Background: an optimization exercise with open tools, aiming at small area and a short achievable clock period. Do not read the settings as production practice. The RTL was checked by simulation tests, not by an equivalence proof against the original design. No driver is modelled on the clock port, so clock power and skew are understated where the tree is cut down; a real chip needs a root buffer or a tree. Power and IR drop assume default switching activity.

`flow/run.sh`:
```
#!/bin/bash
set -euo pipefail
cd "$(dirname "${BASH_SOURCE[0]}")/.."
VARS=(SETUP_SLACK_MARGIN=6.25
  "BUFFER_PORTS_ARGS=-buffer_cell sky130_fd_sc_hd__buf_1"
  "CTS_ARGS=-sink_clustering_enable -repair_clock_nets -sink_clustering_size 28 -sink_clustering_max_diameter 200 -sink_clustering_levels 1 -buf_list sky130_fd_sc_hd__clkbuf_16")
bash standard.sh "${VARS[@]}" cts > flow_make_cts.log 2>&1
RES="orfs/results/${FLOW_PLATFORM:-sky130hd}/dadda_16_pipelined/base" CLKNET=clk \
  openroad -no_init -exit flow/flatten_ctree.tcl > flatten_ctree.log 2>&1
bash standard.sh "${VARS[@]}" finish > flow_make.log 2>&1
```
`design.v`:
```
module HA(a, b, Sum, Cout);
input a, b;  
output Sum, Cout;  
assign Sum = a ^ b; 
assign Cout = a & b; 
endmodule
module HA_n(na, nb, nSum, nCout);
input na, nb;
output nSum, nCout;
gate_xnor2 x (.a(na), .b(nb), .y(nSum));
gate_or2   o (.a(na), .b(nb), .y(nCout));
endmodule
module gate_xnor2(a, b, y);
input a, b;
output y;
assign y = ~(a ^ b);
endmodule
module gate_or2(a, b, y);
input a, b;
output y;
assign y = a | b;
endmodule
module csa_dadda(A,B,Cin,Y,Cout);
input A,B,Cin;
output Y,Cout;
assign Y = A^B^Cin;
assign Cout = (A&B)|(A&Cin)|(B&Cin);
endmodule
module adder_lo(a, b, s, co);
    input [16:0] a, b;
    output [16:0] s;
    output co;
    wire [16:0] p = a ^ b;
    wire [16:0] g = a & b;
    wire G0 = g[0] | (p[0] & 1'b1);
    wire G1 = g[2] | (p[2] & g[1]);
    wire P1 = p[2] & p[1];
    wire G2 = g[4] | (p[4] & g[3]);
    wire P2 = p[4] & p[3];
    wire G3 = g[6] | (p[6] & g[5]);
    wire P3 = p[6] & p[5];
    wire G4 = g[8] | (p[8] & g[7]);
    wire P4 = p[8] & p[7];
    wire G5 = g[10] | (p[10] & g[9]);
    wire P5 = p[10] & p[9];
    wire G6 = g[12] | (p[12] & g[11]);
    wire P6 = p[12] & p[11];
    wire G7 = g[14] | (p[14] & g[13]);
    wire P7 = p[14] & p[13];
    wire G8 = g[16] | (p[16] & g[15]);
    wire P8 = p[16] & p[15];
    wire G9 = G1 | (P1 & G0);
    wire G10 = G3 | (P3 & G2);
    wire P10 = P3 & P2;
    wire G11 = G5 | (P5 & G4);
    wire P11 = P5 & P4;
    wire G12 = G7 | (P7 & G6);
    wire P12 = P7 & P6;
    wire G13 = G10 | (P10 & G9);
    wire G14 = G12 | (P12 & G11);
    wire P14 = P12 & P11;
    wire G15 = G14 | (P14 & G13);
    wire G16 = G11 | (P11 & G13);
    wire G17 = G2 | (P2 & G9);
    wire G18 = G4 | (P4 & G13);
    wire G19 = G6 | (P6 & G16);
    wire G20 = G8 | (P8 & G15);
    wire G21 = g[1] | (p[1] & G0);
    wire G22 = g[3] | (p[3] & G9);
    wire G23 = g[5] | (p[5] & G17);
    wire G24 = g[7] | (p[7] & G13);
    wire G25 = g[9] | (p[9] & G18);
    wire G26 = g[11] | (p[11] & G16);
    wire G27 = g[13] | (p[13] & G19);
    wire G28 = g[15] | (p[15] & G15);
    assign s[0] = p[0] ^ 1'b1;
    assign s[1] = p[1] ^ G0;
    assign s[2] = p[2] ^ G21;
    assign s[3] = p[3] ^ G9;
    assign s[4] = p[4] ^ G22;
    assign s[5] = p[5] ^ G17;
    assign s[6] = p[6] ^ G23;
    assign s[7] = p[7] ^ G13;
    assign s[8] = p[8] ^ G24;
    assign s[9] = p[9] ^ G18;
    assign s[10] = p[10] ^ G25;
    assign s[11] = p[11] ^ G16;
    assign s[12] = p[12] ^ G26;
    assign s[13] = p[13] ^ G19;
    assign s[14] = p[14] ^ G27;
    assign s[15] = p[15] ^ G15;
    assign s[16] = p[16] ^ G28;
    assign co = G20;
endmodule
module adder_hi(a, b, ci, s);
    input [14:0] a, b;
    input ci;
    output [14:0] s;
    wire [14:0] p = a ^ b;
    wire [14:0] g = a & b;
    wire G0 = g[0] | (p[0] & ci);
    wire G1 = g[2] | (p[2] & g[1]);
    wire P1 = p[2] & p[1];
    wire G2 = g[4] | (p[4] & g[3]);
    wire P2 = p[4] & p[3];
    wire G3 = g[6] | (p[6] & g[5]);
    wire P3 = p[6] & p[5];
    wire G4 = g[8] | (p[8] & g[7]);
    wire P4 = p[8] & p[7];
    wire G5 = g[10] | (p[10] & g[9]);
    wire P5 = p[10] & p[9];
    wire G6 = g[12] | (p[12] & g[11]);
    wire P6 = p[12] & p[11];
    wire G7 = g[14] | (p[14] & g[13]);
    wire P7 = p[14] & p[13];
    wire G8 = G1 | (P1 & G0);
    wire G9 = G3 | (P3 & G2);
    wire P9 = P3 & P2;
    wire G10 = G5 | (P5 & G4);
    wire P10 = P5 & P4;
    wire G11 = G7 | (P7 & G6);
    wire P11 = P7 & P6;
    wire G12 = G9 | (P9 & G8);
    wire G13 = G11 | (P11 & G10);
    wire P13 = P11 & P10;
    wire G14 = G13 | (P13 & G12);
    wire G15 = G10 | (P10 & G12);
    wire G16 = G2 | (P2 & G8);
    wire G17 = G4 | (P4 & G12);
    wire G18 = G6 | (P6 & G15);
    wire G19 = g[1] | (p[1] & G0);
    wire G20 = g[3] | (p[3] & G8);
    wire G21 = g[5] | (p[5] & G16);
    wire G22 = g[7] | (p[7] & G12);
    wire G23 = g[9] | (p[9] & G17);
    wire G24 = g[11] | (p[11] & G15);
    wire G25 = g[13] | (p[13] & G18);
    assign s[0] = p[0] ^ ci;
    assign s[1] = p[1] ^ G0;
    assign s[2] = p[2] ^ G19;
    assign s[3] = p[3] ^ G8;
    assign s[4] = p[4] ^ G20;
    assign s[5] = p[5] ^ G16;
    assign s[6] = p[6] ^ G21;
    assign s[7] = p[7] ^ G12;
    assign s[8] = p[8] ^ G22;
    assign s[9] = p[9] ^ G17;
    assign s[10] = p[10] ^ G23;
    assign s[11] = p[11] ^ G15;
    assign s[12] = p[12] ^ G24;
    assign s[13] = p[13] ^ G18;
    assign s[14] = p[14] ^ G25;
endmodule
module dadda_16_pipelined(clk, rst, A, B, Y_reg);
    input clk, rst;
    input [15:0] A;
    input [15:0] B;
    output reg [31:0] Y_reg;
    reg [15:0] a1, a2, a3, a4, a5;
    reg [15:0] b1, b2, b3, b4, b5;
    always @(posedge clk) begin
        a1 <= A; a2 <= a1; a3 <= a2; a4 <= a3; a5 <= a4;
        b1 <= B; b2 <= b1; b3 <= b2; b4 <= b3; b5 <= b4;
    end
    reg [2:0] hold;
    always @(posedge clk) begin
        if (!rst) hold <= 3'd7;
        else if (hold != 3'd0) hold <= hold - 3'd1;
    end
    wire ok = rst & (hold == 3'd0);
    wire [255:0] npp;
    genvar i, j;
    generate
        for (i = 0; i < 16; i = i + 1) begin : g_i
            for (j = 0; j < 16; j = j + 1) begin : g_j
                assign npp[i*16+j] = ~(a5[j] & b5[i]);
            end
        end
    endgenerate
    wire n0, n1, n2, n3, n4, n5, n6, n7, n8, n9, n10, n11, n12, n13, n14, n15;
    wire n16, n17, n18, n19, n20, n21, n22, n23, n24, n25, n26, n27, n28, n29, n30, n31;
    wire n32, n33, n34, n35, n36, n37, n38, n39, n40, n41, n42, n43, n44, n45, n46, n47;
    wire n48, n49, n50, n51, n52, n53, n54, n55, n56, n57, n58, n59, n60, n61, n62, n63;
    wire n64, n65, n66, n67, n68, n69, n70, n71, n72, n73, n74, n75, n76, n77, n78, n79;
    wire n80, n81, n82, n83, n84, n85, n86, n87, n88, n89, n90, n91, n92, n93, n94, n95;
    wire n96, n97, n98, n99, n100, n101, n102, n103, n104, n105, n106, n107, n108, n109, n110, n111;
    wire n112, n113, n114, n115, n116, n117, n118, n119, n120, n121, n122, n123, n124, n125, n126, n127;
    wire n128, n129, n130, n131, n132, n133, n134, n135, n136, n137, n138, n139, n140, n141, n142, n143;
    wire n144, n145, n146, n147, n148, n149, n150, n151, n152, n153, n154, n155, n156, n157, n158, n159;
    wire n160, n161, n162, n163, n164, n165, n166, n167, n168, n169, n170, n171, n172, n173, n174, n175;
    wire n176, n177, n178, n179, n180, n181, n182, n183, n184, n185, n186, n187, n188, n189, n190, n191;
    wire n192, n193, n194, n195, n196, n197, n198, n199, n200, n201, n202, n203, n204, n205, n206, n207;
    wire n208, n209, n210, n211, n212, n213, n214, n215, n216, n217, n218, n219, n220, n221, n222, n223;
    wire n224, n225, n226, n227, n228, n229, n230, n231, n232, n233, n234, n235, n236, n237, n238, n239;
    wire n240, n241, n242, n243, n244, n245, n246, n247, n248, n249, n250, n251, n252, n253, n254, n255;
    wire n256, n257, n258, n259, n260, n261, n262, n263, n264, n265, n266, n267, n268, n269, n270, n271;
    wire n272, n273, n274, n275, n276, n277, n278, n279, n280, n281, n282, n283, n284, n285, n286, n287;
    wire n288, n289, n290, n291, n292, n293, n294, n295, n296, n297, n298, n299, n300, n301, n302, n303;
    wire n304, n305, n306, n307, n308, n309, n310, n311, n312, n313, n314, n315, n316, n317, n318, n319;
    wire n320, n321, n322, n323, n324, n325, n326, n327, n328, n329, n330, n331, n332, n333, n334, n335;
    wire n336, n337, n338, n339, n340, n341, n342, n343, n344, n345, n346, n347, n348, n349, n350, n351;
    wire n352, n353, n354, n355, n356, n357, n358, n359, n360, n361, n362, n363, n364, n365, n366, n367;
    wire n368, n369, n370, n371, n372, n373, n374, n375, n376, n377, n378, n379, n380, n381, n382, n383;
    wire n384, n385, n386, n387, n388, n389, n390, n391, n392, n393, n394, n395, n396, n397, n398, n399;
    wire n400, n401, n402, n403, n404, n405, n406, n407, n408, n409, n410, n411, n412, n413, n414, n415;
    wire n416, n417, n418, n419;
    HA_n ha0 (.na(npp[13]), .nb(npp[28]), .nSum(n0), .nCout(n1));
    csa_dadda fa0 (.A(npp[14]), .B(npp[29]), .Cin(npp[44]), .Y(n2), .Cout(n3));
    HA_n ha1 (.na(npp[59]), .nb(npp[74]), .nSum(n4), .nCout(n5));
    csa_dadda fa1 (.A(npp[15]), .B(npp[30]), .Cin(npp[45]), .Y(n6), .Cout(n7));
    csa_dadda fa2 (.A(npp[60]), .B(npp[75]), .Cin(npp[90]), .Y(n8), .Cout(n9));
    HA_n ha2 (.na(npp[105]), .nb(npp[120]), .nSum(n10), .nCout(n11));
    csa_dadda fa3 (.A(npp[31]), .B(npp[46]), .Cin(npp[61]), .Y(n12), .Cout(n13));
    csa_dadda fa4 (.A(npp[76]), .B(npp[91]), .Cin(npp[106]), .Y(n14), .Cout(n15));
    HA_n ha3 (.na(npp[121]), .nb(npp[136]), .nSum(n16), .nCout(n17));
    csa_dadda fa5 (.A(npp[47]), .B(npp[62]), .Cin(npp[77]), .Y(n18), .Cout(n19));
    csa_dadda fa6 (.A(npp[92]), .B(npp[107]), .Cin(npp[122]), .Y(n20), .Cout(n21));
    csa_dadda fa7 (.A(npp[63]), .B(npp[78]), .Cin(npp[93]), .Y(n22), .Cout(n23));
    HA_n ha4 (.na(npp[9]), .nb(npp[24]), .nSum(n24), .nCout(n25));
    csa_dadda fa8 (.A(npp[10]), .B(npp[25]), .Cin(npp[40]), .Y(n26), .Cout(n27));
    HA_n ha5 (.na(npp[55]), .nb(npp[70]), .nSum(n28), .nCout(n29));
    csa_dadda fa9 (.A(npp[11]), .B(npp[26]), .Cin(npp[41]), .Y(n30), .Cout(n31));
    csa_dadda fa10 (.A(npp[56]), .B(npp[71]), .Cin(npp[86]), .Y(n32), .Cout(n33));
    HA_n ha6 (.na(npp[101]), .nb(npp[116]), .nSum(n34), .nCout(n35));
    csa_dadda fa11 (.A(npp[12]), .B(npp[27]), .Cin(npp[42]), .Y(n36), .Cout(n37));
    csa_dadda fa12 (.A(npp[57]), .B(npp[72]), .Cin(npp[87]), .Y(n38), .Cout(n39));
    csa_dadda fa13 (.A(npp[102]), .B(npp[117]), .Cin(npp[132]), .Y(n40), .Cout(n41));
    HA_n ha7 (.na(npp[147]), .nb(npp[162]), .nSum(n42), .nCout(n43));
    csa_dadda fa14 (.A(npp[43]), .B(npp[58]), .Cin(npp[73]), .Y(n44), .Cout(n45));
    csa_dadda fa15 (.A(npp[88]), .B(npp[103]), .Cin(npp[118]), .Y(n46), .Cout(n47));
    csa_dadda fa16 (.A(npp[133]), .B(npp[148]), .Cin(npp[163]), .Y(n48), .Cout(n49));
    csa_dadda fa17 (.A(npp[178]), .B(npp[193]), .Cin(npp[208]), .Y(n50), .Cout(n51));
    csa_dadda fa18 (.A(npp[89]), .B(npp[104]), .Cin(npp[119]), .Y(n52), .Cout(n53));
    csa_dadda fa19 (.A(npp[134]), .B(npp[149]), .Cin(npp[164]), .Y(n54), .Cout(n55));
    csa_dadda fa20 (.A(npp[179]), .B(npp[194]), .Cin(npp[209]), .Y(n56), .Cout(n57));
    csa_dadda fa21 (.A(npp[224]), .B(n1), .Cin(n4), .Y(n58), .Cout(n59));
    csa_dadda fa22 (.A(npp[135]), .B(npp[150]), .Cin(npp[165]), .Y(n60), .Cout(n61));
    csa_dadda fa23 (.A(npp[180]), .B(npp[195]), .Cin(npp[210]), .Y(n62), .Cout(n63));
    csa_dadda fa24 (.A(npp[225]), .B(npp[240]), .Cin(n5), .Y(n64), .Cout(n65));
    csa_dadda fa25 (.A(n10), .B(n3), .Cin(n6), .Y(n66), .Cout(n67));
    csa_dadda fa26 (.A(npp[151]), .B(npp[166]), .Cin(npp[181]), .Y(n68), .Cout(n69));
    csa_dadda fa27 (.A(npp[196]), .B(npp[211]), .Cin(npp[226]), .Y(n70), .Cout(n71));
    csa_dadda fa28 (.A(npp[241]), .B(n11), .Cin(n16), .Y(n72), .Cout(n73));
    csa_dadda fa29 (.A(n7), .B(n9), .Cin(n12), .Y(n74), .Cout(n75));
    csa_dadda fa30 (.A(npp[137]), .B(npp[152]), .Cin(npp[167]), .Y(n76), .Cout(n77));
    csa_dadda fa31 (.A(npp[182]), .B(npp[197]), .Cin(npp[212]), .Y(n78), .Cout(n79));
    csa_dadda fa32 (.A(npp[227]), .B(npp[242]), .Cin(n17), .Y(n80), .Cout(n81));
    csa_dadda fa33 (.A(n13), .B(n15), .Cin(n18), .Y(n82), .Cout(n83));
    csa_dadda fa34 (.A(npp[108]), .B(npp[123]), .Cin(npp[138]), .Y(n84), .Cout(n85));
    csa_dadda fa35 (.A(npp[153]), .B(npp[168]), .Cin(npp[183]), .Y(n86), .Cout(n87));
    csa_dadda fa36 (.A(npp[198]), .B(npp[213]), .Cin(npp[228]), .Y(n88), .Cout(n89));
    csa_dadda fa37 (.A(npp[243]), .B(n19), .Cin(n21), .Y(n90), .Cout(n91));
    csa_dadda fa38 (.A(npp[79]), .B(npp[94]), .Cin(npp[109]), .Y(n92), .Cout(n93));
    csa_dadda fa39 (.A(npp[124]), .B(npp[139]), .Cin(npp[154]), .Y(n94), .Cout(n95));
    csa_dadda fa40 (.A(npp[169]), .B(npp[184]), .Cin(npp[199]), .Y(n96), .Cout(n97));
    csa_dadda fa41 (.A(npp[214]), .B(npp[229]), .Cin(npp[244]), .Y(n98), .Cout(n99));
    csa_dadda fa42 (.A(npp[95]), .B(npp[110]), .Cin(npp[125]), .Y(n100), .Cout(n101));
    csa_dadda fa43 (.A(npp[140]), .B(npp[155]), .Cin(npp[170]), .Y(n102), .Cout(n103));
    csa_dadda fa44 (.A(npp[185]), .B(npp[200]), .Cin(npp[215]), .Y(n104), .Cout(n105));
    csa_dadda fa45 (.A(npp[111]), .B(npp[126]), .Cin(npp[141]), .Y(n106), .Cout(n107));
    csa_dadda fa46 (.A(npp[156]), .B(npp[171]), .Cin(npp[186]), .Y(n108), .Cout(n109));
    csa_dadda fa47 (.A(npp[127]), .B(npp[142]), .Cin(npp[157]), .Y(n110), .Cout(n111));
    HA_n ha8 (.na(npp[6]), .nb(npp[21]), .nSum(n112), .nCout(n113));
    csa_dadda fa48 (.A(npp[7]), .B(npp[22]), .Cin(npp[37]), .Y(n114), .Cout(n115));
    HA_n ha9 (.na(npp[52]), .nb(npp[67]), .nSum(n116), .nCout(n117));
    csa_dadda fa49 (.A(npp[8]), .B(npp[23]), .Cin(npp[38]), .Y(n118), .Cout(n119));
    csa_dadda fa50 (.A(npp[53]), .B(npp[68]), .Cin(npp[83]), .Y(n120), .Cout(n121));
    HA_n ha10 (.na(npp[98]), .nb(npp[113]), .nSum(n122), .nCout(n123));
    csa_dadda fa51 (.A(npp[39]), .B(npp[54]), .Cin(npp[69]), .Y(n124), .Cout(n125));
    csa_dadda fa52 (.A(npp[84]), .B(npp[99]), .Cin(npp[114]), .Y(n126), .Cout(n127));
    csa_dadda fa53 (.A(npp[129]), .B(npp[144]), .Cin(n24), .Y(n128), .Cout(n129));
    csa_dadda fa54 (.A(npp[85]), .B(npp[100]), .Cin(npp[115]), .Y(n130), .Cout(n131));
    csa_dadda fa55 (.A(npp[130]), .B(npp[145]), .Cin(npp[160]), .Y(n132), .Cout(n133));
    csa_dadda fa56 (.A(n25), .B(n28), .Cin(n26), .Y(n134), .Cout(n135));
    csa_dadda fa57 (.A(npp[131]), .B(npp[146]), .Cin(npp[161]), .Y(n136), .Cout(n137));
    csa_dadda fa58 (.A(npp[176]), .B(n29), .Cin(n34), .Y(n138), .Cout(n139));
    csa_dadda fa59 (.A(n27), .B(n30), .Cin(n32), .Y(n140), .Cout(n141));
    csa_dadda fa60 (.A(npp[177]), .B(npp[192]), .Cin(n35), .Y(n142), .Cout(n143));
    csa_dadda fa61 (.A(n42), .B(n31), .Cin(n33), .Y(n144), .Cout(n145));
    csa_dadda fa62 (.A(n36), .B(n38), .Cin(n40), .Y(n146), .Cout(n147));
    csa_dadda fa63 (.A(n43), .B(n0), .Cin(n37), .Y(n148), .Cout(n149));
    csa_dadda fa64 (.A(n39), .B(n41), .Cin(n44), .Y(n150), .Cout(n151));
    csa_dadda fa65 (.A(n46), .B(n48), .Cin(n50), .Y(n152), .Cout(n153));
    csa_dadda fa66 (.A(n45), .B(n47), .Cin(n49), .Y(n154), .Cout(n155));
    csa_dadda fa67 (.A(n51), .B(n2), .Cin(n52), .Y(n156), .Cout(n157));
    csa_dadda fa68 (.A(n54), .B(n56), .Cin(n58), .Y(n158), .Cout(n159));
    csa_dadda fa69 (.A(n53), .B(n55), .Cin(n57), .Y(n160), .Cout(n161));
    csa_dadda fa70 (.A(n8), .B(n60), .Cin(n62), .Y(n162), .Cout(n163));
    csa_dadda fa71 (.A(n59), .B(n64), .Cin(n66), .Y(n164), .Cout(n165));
    csa_dadda fa72 (.A(n61), .B(n63), .Cin(n14), .Y(n166), .Cout(n167));
    csa_dadda fa73 (.A(n68), .B(n70), .Cin(n65), .Y(n168), .Cout(n169));
    csa_dadda fa74 (.A(n72), .B(n67), .Cin(n74), .Y(n170), .Cout(n171));
    csa_dadda fa75 (.A(n69), .B(n71), .Cin(n20), .Y(n172), .Cout(n173));
    csa_dadda fa76 (.A(n76), .B(n78), .Cin(n73), .Y(n174), .Cout(n175));
    csa_dadda fa77 (.A(n80), .B(n75), .Cin(n82), .Y(n176), .Cout(n177));
    csa_dadda fa78 (.A(n77), .B(n79), .Cin(n22), .Y(n178), .Cout(n179));
    csa_dadda fa79 (.A(n84), .B(n86), .Cin(n88), .Y(n180), .Cout(n181));
    csa_dadda fa80 (.A(n81), .B(n83), .Cin(n90), .Y(n182), .Cout(n183));
    csa_dadda fa81 (.A(n23), .B(n85), .Cin(n87), .Y(n184), .Cout(n185));
    csa_dadda fa82 (.A(n89), .B(n92), .Cin(n94), .Y(n186), .Cout(n187));
    csa_dadda fa83 (.A(n96), .B(n98), .Cin(n91), .Y(n188), .Cout(n189));
    csa_dadda fa84 (.A(npp[230]), .B(npp[245]), .Cin(n93), .Y(n190), .Cout(n191));
    csa_dadda fa85 (.A(n95), .B(n97), .Cin(n99), .Y(n192), .Cout(n193));
    csa_dadda fa86 (.A(n100), .B(n102), .Cin(n104), .Y(n194), .Cout(n195));
    csa_dadda fa87 (.A(npp[201]), .B(npp[216]), .Cin(npp[231]), .Y(n196), .Cout(n197));
    csa_dadda fa88 (.A(npp[246]), .B(n101), .Cin(n103), .Y(n198), .Cout(n199));
    csa_dadda fa89 (.A(n105), .B(n106), .Cin(n108), .Y(n200), .Cout(n201));
    csa_dadda fa90 (.A(npp[172]), .B(npp[187]), .Cin(npp[202]), .Y(n202), .Cout(n203));
    csa_dadda fa91 (.A(npp[217]), .B(npp[232]), .Cin(npp[247]), .Y(n204), .Cout(n205));
    csa_dadda fa92 (.A(n107), .B(n109), .Cin(n110), .Y(n206), .Cout(n207));
    csa_dadda fa93 (.A(npp[143]), .B(npp[158]), .Cin(npp[173]), .Y(n208), .Cout(n209));
    csa_dadda fa94 (.A(npp[188]), .B(npp[203]), .Cin(npp[218]), .Y(n210), .Cout(n211));
    csa_dadda fa95 (.A(npp[233]), .B(npp[248]), .Cin(n111), .Y(n212), .Cout(n213));
    csa_dadda fa96 (.A(npp[159]), .B(npp[174]), .Cin(npp[189]), .Y(n214), .Cout(n215));
    csa_dadda fa97 (.A(npp[204]), .B(npp[219]), .Cin(npp[234]), .Y(n216), .Cout(n217));
    csa_dadda fa98 (.A(npp[175]), .B(npp[190]), .Cin(npp[205]), .Y(n218), .Cout(n219));
    HA_n ha11 (.na(npp[4]), .nb(npp[19]), .nSum(n220), .nCout(n221));
    csa_dadda fa99 (.A(npp[5]), .B(npp[20]), .Cin(npp[35]), .Y(n222), .Cout(n223));
    HA_n ha12 (.na(npp[50]), .nb(npp[65]), .nSum(n224), .nCout(n225));
    csa_dadda fa100 (.A(npp[36]), .B(npp[51]), .Cin(npp[66]), .Y(n226), .Cout(n227));
    csa_dadda fa101 (.A(npp[81]), .B(npp[96]), .Cin(n112), .Y(n228), .Cout(n229));
    csa_dadda fa102 (.A(npp[82]), .B(npp[97]), .Cin(npp[112]), .Y(n230), .Cout(n231));
    csa_dadda fa103 (.A(n113), .B(n116), .Cin(n114), .Y(n232), .Cout(n233));
    csa_dadda fa104 (.A(npp[128]), .B(n117), .Cin(n122), .Y(n234), .Cout(n235));
    csa_dadda fa105 (.A(n115), .B(n118), .Cin(n120), .Y(n236), .Cout(n237));
    csa_dadda fa106 (.A(n123), .B(n119), .Cin(n121), .Y(n238), .Cout(n239));
    csa_dadda fa107 (.A(n124), .B(n126), .Cin(n128), .Y(n240), .Cout(n241));
    csa_dadda fa108 (.A(n125), .B(n127), .Cin(n130), .Y(n242), .Cout(n243));
    csa_dadda fa109 (.A(n132), .B(n129), .Cin(n134), .Y(n244), .Cout(n245));
    csa_dadda fa110 (.A(n131), .B(n133), .Cin(n136), .Y(n246), .Cout(n247));
    csa_dadda fa111 (.A(n138), .B(n135), .Cin(n140), .Y(n248), .Cout(n249));
    csa_dadda fa112 (.A(n137), .B(n139), .Cin(n142), .Y(n250), .Cout(n251));
    csa_dadda fa113 (.A(n141), .B(n144), .Cin(n146), .Y(n252), .Cout(n253));
    csa_dadda fa114 (.A(n143), .B(n145), .Cin(n148), .Y(n254), .Cout(n255));
    csa_dadda fa115 (.A(n147), .B(n150), .Cin(n152), .Y(n256), .Cout(n257));
    csa_dadda fa116 (.A(n149), .B(n151), .Cin(n154), .Y(n258), .Cout(n259));
    csa_dadda fa117 (.A(n153), .B(n156), .Cin(n158), .Y(n260), .Cout(n261));
    csa_dadda fa118 (.A(n155), .B(n157), .Cin(n160), .Y(n262), .Cout(n263));
    csa_dadda fa119 (.A(n162), .B(n159), .Cin(n164), .Y(n264), .Cout(n265));
    csa_dadda fa120 (.A(n161), .B(n163), .Cin(n166), .Y(n266), .Cout(n267));
    csa_dadda fa121 (.A(n168), .B(n165), .Cin(n170), .Y(n268), .Cout(n269));
    csa_dadda fa122 (.A(n167), .B(n169), .Cin(n172), .Y(n270), .Cout(n271));
    csa_dadda fa123 (.A(n174), .B(n171), .Cin(n176), .Y(n272), .Cout(n273));
    csa_dadda fa124 (.A(n173), .B(n178), .Cin(n175), .Y(n274), .Cout(n275));
    csa_dadda fa125 (.A(n180), .B(n177), .Cin(n182), .Y(n276), .Cout(n277));
    csa_dadda fa126 (.A(n179), .B(n184), .Cin(n181), .Y(n278), .Cout(n279));
    csa_dadda fa127 (.A(n186), .B(n188), .Cin(n183), .Y(n280), .Cout(n281));
    csa_dadda fa128 (.A(n185), .B(n190), .Cin(n187), .Y(n282), .Cout(n283));
    csa_dadda fa129 (.A(n192), .B(n194), .Cin(n189), .Y(n284), .Cout(n285));
    csa_dadda fa130 (.A(n196), .B(n191), .Cin(n193), .Y(n286), .Cout(n287));
    csa_dadda fa131 (.A(n198), .B(n195), .Cin(n200), .Y(n288), .Cout(n289));
    csa_dadda fa132 (.A(n197), .B(n202), .Cin(n204), .Y(n290), .Cout(n291));
    csa_dadda fa133 (.A(n199), .B(n201), .Cin(n206), .Y(n292), .Cout(n293));
    csa_dadda fa134 (.A(n203), .B(n205), .Cin(n208), .Y(n294), .Cout(n295));
    csa_dadda fa135 (.A(n210), .B(n212), .Cin(n207), .Y(n296), .Cout(n297));
    csa_dadda fa136 (.A(npp[249]), .B(n209), .Cin(n211), .Y(n298), .Cout(n299));
    csa_dadda fa137 (.A(n214), .B(n216), .Cin(n213), .Y(n300), .Cout(n301));
    csa_dadda fa138 (.A(npp[220]), .B(npp[235]), .Cin(npp[250]), .Y(n302), .Cout(n303));
    csa_dadda fa139 (.A(n215), .B(n217), .Cin(n218), .Y(n304), .Cout(n305));
    csa_dadda fa140 (.A(npp[191]), .B(npp[206]), .Cin(npp[221]), .Y(n306), .Cout(n307));
    csa_dadda fa141 (.A(npp[236]), .B(npp[251]), .Cin(n219), .Y(n308), .Cout(n309));
    csa_dadda fa142 (.A(npp[207]), .B(npp[222]), .Cin(npp[237]), .Y(n310), .Cout(n311));
    HA_n ha13 (.na(npp[3]), .nb(npp[18]), .nSum(n312), .nCout(n313));
    csa_dadda fa143 (.A(npp[34]), .B(npp[49]), .Cin(npp[64]), .Y(n314), .Cout(n315));
    csa_dadda fa144 (.A(npp[80]), .B(n221), .Cin(n224), .Y(n316), .Cout(n317));
    csa_dadda fa145 (.A(n225), .B(n223), .Cin(n226), .Y(n318), .Cout(n319));
    csa_dadda fa146 (.A(n227), .B(n230), .Cin(n229), .Y(n320), .Cout(n321));
    csa_dadda fa147 (.A(n231), .B(n234), .Cin(n233), .Y(n322), .Cout(n323));
    csa_dadda fa148 (.A(n235), .B(n237), .Cin(n238), .Y(n324), .Cout(n325));
    csa_dadda fa149 (.A(n239), .B(n242), .Cin(n241), .Y(n326), .Cout(n327));
    csa_dadda fa150 (.A(n243), .B(n246), .Cin(n245), .Y(n328), .Cout(n329));
    csa_dadda fa151 (.A(n247), .B(n250), .Cin(n249), .Y(n330), .Cout(n331));
    csa_dadda fa152 (.A(n251), .B(n254), .Cin(n253), .Y(n332), .Cout(n333));
    csa_dadda fa153 (.A(n255), .B(n258), .Cin(n257), .Y(n334), .Cout(n335));
    csa_dadda fa161 (.A(n290), .B(n287), .Cin(n289), .Y(n350), .Cout(n351));
    csa_dadda fa162 (.A(n291), .B(n294), .Cin(n293), .Y(n352), .Cout(n353));
    csa_dadda fa163 (.A(n295), .B(n298), .Cin(n300), .Y(n354), .Cout(n355));
    csa_dadda fa164 (.A(n302), .B(n299), .Cin(n304), .Y(n356), .Cout(n357));
    csa_dadda fa165 (.A(n303), .B(n306), .Cin(n308), .Y(n358), .Cout(n359));
    csa_dadda fa166 (.A(npp[252]), .B(n307), .Cin(n310), .Y(n360), .Cout(n361));
    csa_dadda fa167 (.A(npp[223]), .B(npp[238]), .Cin(npp[253]), .Y(n362), .Cout(n363));
    HA_n ha14 (.na(npp[2]), .nb(npp[17]), .nSum(n364), .nCout(n365));
    csa_dadda fa168 (.A(npp[33]), .B(npp[48]), .Cin(n312), .Y(n366), .Cout(n367));
    csa_dadda fa169 (.A(n313), .B(n220), .Cin(n314), .Y(n368), .Cout(n369));
    csa_dadda fa170 (.A(n315), .B(n222), .Cin(n316), .Y(n370), .Cout(n371));
    csa_dadda fa171 (.A(n317), .B(n228), .Cin(n318), .Y(n372), .Cout(n373));
    csa_dadda fa172 (.A(n319), .B(n232), .Cin(n320), .Y(n374), .Cout(n375));
    csa_dadda fa173 (.A(n321), .B(n236), .Cin(n322), .Y(n376), .Cout(n377));
    csa_dadda fa174 (.A(n240), .B(n323), .Cin(n324), .Y(n378), .Cout(n379));
    csa_dadda fa191 (.A(n305), .B(n358), .Cin(n357), .Y(n412), .Cout(n413));
    csa_dadda fa192 (.A(n309), .B(n360), .Cin(n359), .Y(n414), .Cout(n415));
    csa_dadda fa193 (.A(n311), .B(n362), .Cin(n361), .Y(n416), .Cout(n417));
    csa_dadda fa194 (.A(npp[239]), .B(npp[254]), .Cin(n363), .Y(n418), .Cout(n419));
    reg [83:0] m1;
    always @(posedge clk) m1 <= {n419, npp[255], n417, n418, n415, n416, n413, n414, n412, n379, n377, n378, n375, n376, n373, n374, n371, n372, n369, n370, n367, n368, n365, n366, n364, npp[32], npp[16], npp[1], npp[0], n355, n356, n301, n353, n354, n297, n352, n351, n296, n350, n292, n285, n281, n280, n276, n272, n268, n264, n335, n334, n333, n260, n332, n331, n256, n330, n329, n252, n328, n248, n327, n326, n244, n325, n288, n286, n283, n284, n282, n279, n277, n278, n275, n273, n274, n271, n269, n270, n267, n265, n266, n263, n261, n262, n259};
    csa_dadda fa154 (.A(m1[0]), .B(m1[1]), .Cin(m1[2]), .Y(n336), .Cout(n337));
    csa_dadda fa155 (.A(m1[3]), .B(m1[4]), .Cin(m1[5]), .Y(n338), .Cout(n339));
    csa_dadda fa156 (.A(m1[6]), .B(m1[7]), .Cin(m1[8]), .Y(n340), .Cout(n341));
    csa_dadda fa157 (.A(m1[9]), .B(m1[10]), .Cin(m1[11]), .Y(n342), .Cout(n343));
    csa_dadda fa158 (.A(m1[12]), .B(m1[13]), .Cin(m1[14]), .Y(n344), .Cout(n345));
    csa_dadda fa159 (.A(m1[15]), .B(m1[16]), .Cin(m1[17]), .Y(n346), .Cout(n347));
    csa_dadda fa160 (.A(m1[18]), .B(m1[19]), .Cin(m1[20]), .Y(n348), .Cout(n349));
    csa_dadda fa175 (.A(m1[21]), .B(m1[22]), .Cin(m1[23]), .Y(n380), .Cout(n381));
    csa_dadda fa176 (.A(m1[24]), .B(m1[25]), .Cin(m1[26]), .Y(n382), .Cout(n383));
    csa_dadda fa177 (.A(m1[27]), .B(m1[28]), .Cin(m1[29]), .Y(n384), .Cout(n385));
    csa_dadda fa178 (.A(m1[30]), .B(m1[31]), .Cin(m1[32]), .Y(n386), .Cout(n387));
    csa_dadda fa179 (.A(m1[33]), .B(m1[34]), .Cin(m1[35]), .Y(n388), .Cout(n389));
    csa_dadda fa180 (.A(m1[36]), .B(m1[37]), .Cin(n336), .Y(n390), .Cout(n391));
    csa_dadda fa181 (.A(m1[38]), .B(n337), .Cin(n338), .Y(n392), .Cout(n393));
    csa_dadda fa182 (.A(m1[39]), .B(n339), .Cin(n340), .Y(n394), .Cout(n395));
    csa_dadda fa183 (.A(m1[40]), .B(n341), .Cin(n342), .Y(n396), .Cout(n397));
    csa_dadda fa184 (.A(m1[41]), .B(n343), .Cin(n344), .Y(n398), .Cout(n399));
    csa_dadda fa185 (.A(m1[42]), .B(n346), .Cin(n345), .Y(n400), .Cout(n401));
    csa_dadda fa186 (.A(m1[43]), .B(n348), .Cin(n347), .Y(n402), .Cout(n403));
    csa_dadda fa187 (.A(m1[44]), .B(m1[45]), .Cin(n349), .Y(n404), .Cout(n405));
    csa_dadda fa188 (.A(m1[46]), .B(m1[47]), .Cin(m1[48]), .Y(n406), .Cout(n407));
    csa_dadda fa189 (.A(m1[49]), .B(m1[50]), .Cin(m1[51]), .Y(n408), .Cout(n409));
    csa_dadda fa190 (.A(m1[52]), .B(m1[53]), .Cin(m1[54]), .Y(n410), .Cout(n411));
    wire [31:0] nr0 = {1'b1, m1[82], m1[80], m1[78], m1[76], m1[75], n410, n408, n406, n404, n402, n400, n398, n396, n394, n392, n390, n388, n386, n384, n382, n380, m1[72], m1[70], m1[68], m1[66], m1[64], m1[62], m1[60], m1[58], m1[56], m1[55]};
    wire [31:0] nr1 = {1'b1, m1[83], m1[81], m1[79], m1[77], n411, n409, n407, n405, n403, n401, n399, n397, n395, n393, n391, n389, n387, n385, n383, n381, m1[74], m1[73], m1[71], m1[69], m1[67], m1[65], m1[63], m1[61], m1[59], m1[57], 1'b1};
    wire [16:0] nlo;
    wire c_lo;
    adder_lo add_lo (.a(nr0[16:0]), .b(nr1[16:0]), .s(nlo), .co(c_lo));
    reg [16:0] nlo_q;
    reg c_lo_q;
    reg [14:0] nr0_q, nr1_q;
    always @(posedge clk) begin
        nlo_q <= nlo;
        c_lo_q <= c_lo;
        nr0_q <= nr0[31:17];
        nr1_q <= nr1[31:17];
    end
    wire [14:0] nhi;
    adder_hi add_hi (.a(nr0_q), .b(nr1_q), .ci(c_lo_q), .s(nhi));
    always @(posedge clk) Y_reg <= ok ? ~{nhi, nlo_q} : 32'd0;
endmodule
```
`flow/flatten_ctree.tcl`:
```
# Shortens the clock tree that clock_tree_synthesis built: the root buffer (the one cell the
# clock port drives) then drives every leaf buffer directly, and the H-tree's intermediate
# buffers between them are removed, with the dummy-load inverters CTS hung on those buffers'
# nets.  Every flip-flop still gets the clock through the root buffer and one leaf buffer, so
# all flip-flops keep the same number of buffers on their clock path.  If the tree is not of
# that form the layout is left as it is.
set res $::env(RES)
read_db $res/4_cts.odb
set block [ord::get_db_block]
set clk [$block findNet $::env(CLKNET)]
set roots {}
foreach it [$clk getITerms] {
  if {[$it isInputSignal]} { lappend roots [$it getInst] }
}
if {[llength $roots] != 1} { puts "clock port drives [llength $roots] cells: tree left as it is"; exit 0 }
set root [lindex $roots 0]
set rootout ""
foreach it [$root getITerms] { if {[$it isOutputSignal]} { set rootout [$it getNet] } }
puts "root [$root getName] ([[$root getMaster] getName]) drives [$rootout getName]"
set mids {}
foreach it [$rootout getITerms] {
  if {[$it isInputSignal]} {
    set inst [$it getInst]
    if {[string match "*clkbuf*" [[$inst getMaster] getName]]} { lappend mids $inst }
  }
}
set n 0
foreach m $mids {
  set onet ""
  foreach it [$m getITerms] { if {[$it isOutputSignal]} { set onet [$it getNet] } }
  if {$onet eq "" || $onet eq "NULL"} { continue }
  # only a buffer that drives clock buffers (and floating dummy-load inverters) alone
  set ok 1
  set sinks {}
  set dummies {}
  foreach it [$onet getITerms] {
    if {![$it isInputSignal]} { continue }
    set inst [$it getInst]
    set mname [[$inst getMaster] getName]
    if {[string match "*clkbuf*" $mname]} {
      lappend sinks $it
    } elseif {[string match "*__inv_*" $mname] || [string match "*clkinv*" $mname]} {
      set floating 1
      foreach jt [$inst getITerms] { if {[$jt isOutputSignal] && [$jt getNet] ne "NULL"} { set floating 0 } }
      if {$floating} { lappend dummies $inst } else { set ok 0 }
    } else {
      set ok 0
    }
  }
  if {!$ok || [llength $sinks] == 0} { continue }
  foreach d $dummies {
    foreach jt [$d getITerms] { if {[$jt getNet] ne "NULL"} { $jt disconnect } }
    odb::dbInst_destroy $d
  }
  foreach it $sinks { $it disconnect; $it connect $rootout }
  foreach it [$m getITerms] { if {[$it getNet] ne "NULL"} { $it disconnect } }
  odb::dbInst_destroy $m
  odb::dbNet_destroy $onet
  incr n
}
puts "removed $n intermediate clock buffers; root now drives [llength [$rootout getITerms]] pins"
if {$n > 0} { write_db $res/4_cts.odb }
```
`constraint.sdc`:
```
create_clock -name core_clock -period 9.0 [get_ports {clk}]
set_input_delay 1.8000 -clock core_clock [delete_from_list [all_inputs] [get_ports {clk}]]
set_output_delay 1.8000 -clock core_clock [all_outputs]
set_load 0.01 [all_outputs]
```
`standard.sh`:
```
#!/bin/bash
# synth_recipe.tcl (not shown) runs the flow's synth.tcl, then flattens the netlist and writes it again
# the make line also repeats each setting of config.mk as NAME=value (left out here)
make -C /OpenROAD-flow-scripts/flow DESIGN_CONFIG=/design/flow/config.mk WORK_HOME=/design/flow/orfs CLKGATE_MAP_FILE= SYNTH_SCRIPT=/design/flow/synth_recipe.tcl "${@:-finish}"
```
`config.mk`:
```
export PLATFORM = sky130hd
export DESIGN_NAME = dadda_16_pipelined
export DESIGN_NICKNAME = dadda_16_pipelined
export VERILOG_FILES = /design/flow/design.v
export SDC_FILE = /design/flow/constraint.sdc
export NUM_CORES = 4
export LEC_CHECK = 0
export CAP_MARGIN = 20
export CORE_MARGIN = 2
export CORE_UTILIZATION = 40
export SLEW_MARGIN = 20
export SYNTH_HIERARCHICAL = 1
export SYNTH_MINIMUM_KEEP_SIZE = 0
```
==> impl_results.md <==
- Clock transition at path regs: 0.11 ns
- Fin. max-slew vios: 0
- Setup crit start: Y_reg[8]
- FF-to-FF Start: b5[9]
- Final worst-path cycle share: 30.1%
- Post-layout util: 43.5%
- Gp weighted congestion: 0.829
- Hold Buf Count CTS: 0
- Post-synth top area share: 48.1%
- Pwr/cell area: 267 nW/um2
- Die height: 188 um
- Largest net degree at the start of global routing: 33
- Die W: 188 um
- Post-CTS setup buffers: 0
- Syn Inst Count: 1066
- CP startpoint kind: flop
- VDD IR max: 0.142 mV
- Pwr Total: 3.89 mW
- MaxCap Viol Count: 0
- Number of synthesized register bits: 325
- Hold Path Origin: a4[3]
- First-pass GRT wire length: 38400 um
- Net Sw Frac: 32.8%
- Cell Area, Synth: 13500 um2
- DR vias: 6900
- Int Power: 2.61 mW
- Syn Area/Cell: 12.7 um2
- Setup TNS: 0 ns
- DR WL/cell: 14.9 um
- FFs w/ async S/R, synth: 0%
- CP Cell Sequence: buf_6
- # DRC: 0
- Post-synthesis adder-cell area fraction: 34.1%
- CP bufs+invs: 1
- R2R cell count: 5
- Ys flop type: dfxtp_1
- Nets: 1357
- GR Util All Layers: 14.1%
- XOR/XNOR Fraction of Synth Area: 2.01%
- Flop pwr share: 49.0%
- Vias in the first global route: 7590
- Fraction of layout instances using a drive strength above 1: 11.7%
- Reg-to-reg slack, setup: 6.32 ns
- Worst EP arrival: 0.90 ns
- Clock share of power: 17.4%
- Critical R2R Capture: m1[45]
- I/O Buffers: 65
- RSZ-0062 raised after global routing: true
- Area contributors post-synth: dfxtp_1 (48%), fa_1 (31%), nand2_1 (7.4%)
- Hold Path Class: flop to flop
- Relative slew slack: 58.7%
- Peak Freq: 370 MHz
- ANT nets after route: 0
- Full die area: 35300 um2
- Cell row count: 67
- Largest family of logic cells by synthesized area: adder cells
- Initial Utilization: 40.5%
- Pre-Repair DR Iteration Count: 5
- Critical-path top delay cell: dfxtp_2
- Final hold viol count: 0
- Drt initial violations: 361
- Cell variety after synth: 40
- Crit path kind: flop to output pin
- Synth top cells by count: dfxtp_1 (325), nand2_1 (266), fa_1 (211), buf_2 (32), ha_1 (31)
- Critical Path Max Stage Delay: 0.34 ns
- CP Max Fanout: 1
- Post-synth EDFFs: 0
- Via density: 4.52
- Post-synthesis mux area share: 0.111%
- Critical Path Stages: 1
- DP HPWL: 16300 um
- Num Clock Sinks: 325
- Worst skew pair latency: 0.46 ns
- Routed WL: 22800 um
- Simple-Gate Fraction of Synth Area: 10.6%
- Synth Area in Compound Gates: 1.86%
- Io pins: 66
- Initial antenna violation count: 0
- Area Overhead vs Synth: 7.65%
- Leak Pwr: 5.61 nW
- Grt ovf: 0
- Yosys top cell by area: dfxtp_1
- Worst setup EP type: output pin
- Core area: 33400 um2
- Status: complete, no violations
- Worst-Margin Slew: 0.620 ns
- Register area share after synthesis: 48.1%
- Finish-stage setup viols: 0
- Most frequent cell after synthesis: dfxtp_1
- Fin crit period: 2.70 ns
- Max reg flops: 84
- CP required: 7.20 ns
- Top delay family on crit path: flip-flops
- Clk_skew: 0.0180 ns
- Ys Warns: 7
- Worst setup path end: Y_reg[8]
- P_sw: 1.27 mW
- Diode count: 0
- Logic gate share of total power: 33.6%
==> cells in the final DEF (no fill, tap or decap), drive strengths merged, types with 7 or more instances in the layout <==
| cell | netlist | final |
|---|---|---|
| xnor2 | 24 | 24 |
| nor2 | 36 | 36 |
| or2 | 16 | 16 |
| ha | 31 | 31 |
| buf | 35 | 65 |
| a21oi | 13 | 13 |
| dfxtp | 325 | 325 |
| fa | 211 | 211 |
| xor2 | 7 | 7 |
| nand2 | 266 | 266 |
| o21ai | 8 | 8 |
| inv | 29 | 29 |
| clkbuf | 32 | 13 |
==> how the worst min path moves through the flow <==
stage / endpoint / slack (ns) / depth (start not counted)
2_1_floorplan: a2[0] / 0.31 / 0
3_3_place_gp: a3[14] / 0.31 / 0
3_5_place_dp: a2[12] / 0.31 / 0
4_1_cts: b5[11] / 0.31 / 0
5_1_grt: a5[3] / 0.32 / 0
6_report: a5[3] / 0.31 / 0
==> routing by layer <==
metal / vias to the layer above / share of wire (%) / GRT usage (%)
li1: 3236 / - / -
met1: 3446 / 46 / 18.6
met2: 185 / 46 / 22.3
met3: 33 / 5.7 / 3.48
met4: 0 / 2.5 / 5.88
met5: - / 0 / 0
==> cell families after synthesis <==
family                     count (synthesis)
DFF                                      325
buffers and inverters                     96
muxes                                      1
xor gates and xnor gates                  31
AOI/OAI and AO/OA                         37
adders and majority gates                242
and+or+nand+nor                          333
other                                      1
==> Yosys stat by module (local to each module, per instance), a selection <==
module              flops+latches  area (um2)  cells  copies in the design
dadda_16_pipelined            325        8130    695                     1
adder_lo                        0         709     85                     1
adder_hi                        0         563     61                     1
csa_dadda                       0        20.0      1                   195
gate_xnor2                      0        8.76      1                    15
gate_or2                        0        6.26      1                    15
==> power groups by stage <==
stage                     Clock [mW]  Sequential (mW)  Combinational [mW]
after global routing           0.767             1.94                1.57
final                          0.677             1.90                1.30
after detailed placement           0             1.94                1.34
after global placement             0             1.94                1.30
after CTS                      0.777             1.91                1.34
after floorplan                    0             1.87                1.06
==> repair_timing <==
item	4_1_cts	5_1_grt
gates resized for setup	68	40
endpoints found under the setup margin	67	28
pin swaps	0	0
==> metrics by stage <==
stage	std cells	instance area, um2	setup WS [ns]	hold slack (ns)
CTS	1531	14500	6.21	0.313
floorplan	1068	13500	6.26	0.310
finish	1528	14600	6.30	0.306
detailed placement	1514	14000	5.95	0.312
global route	1528	14600	6.24	0.324
global placement	1514	14000	5.98	0.310
==> final cells by class <==
| class | instances | area, um2 |
|---|---|---|
| Clock inverter | 1 | 16.3 |
| Multi-Input combinational cell | 647 | 6600 |
| Tap cell | 448 | 561 |
| Sequential cell | 325 | 6620 |
| Timing Repair Buffer | 65 | 334 |
| Clock buffer | 13 | 325 |
| Fill cell | 3062 | 18900 |
| Inverter | 29 | 109 |

[static timing again, ports no longer ideal]
The results above use ideal ports. As a check the final layout listed here was re-extracted and re-timed, cells and wires unchanged.
Step 1, drivers: a clkbuf_16 drives clk and a buf_2 each remaining input, both assumed.
Step 2 adds t to the input delays and takes it off the output delays; t is the mean of the earliest and latest rising clock arrival at the registers after step 1. Input paths then give back, and output paths get back, about the clock's delay inside the block.
Slacks: ideal ports / drivers / drivers and shift; pairs: ideal ports / drivers.
t (ns): 0.502
slack for setup (ns): 6.295 / 6.244 / 6.093
worst register clock-pin slew, ns: 0.11 / 0.11
After both steps setup and hold are still met in this run. The setup slack of this run moves by -0.051 ns with the drivers and by -0.202 ns with both steps.
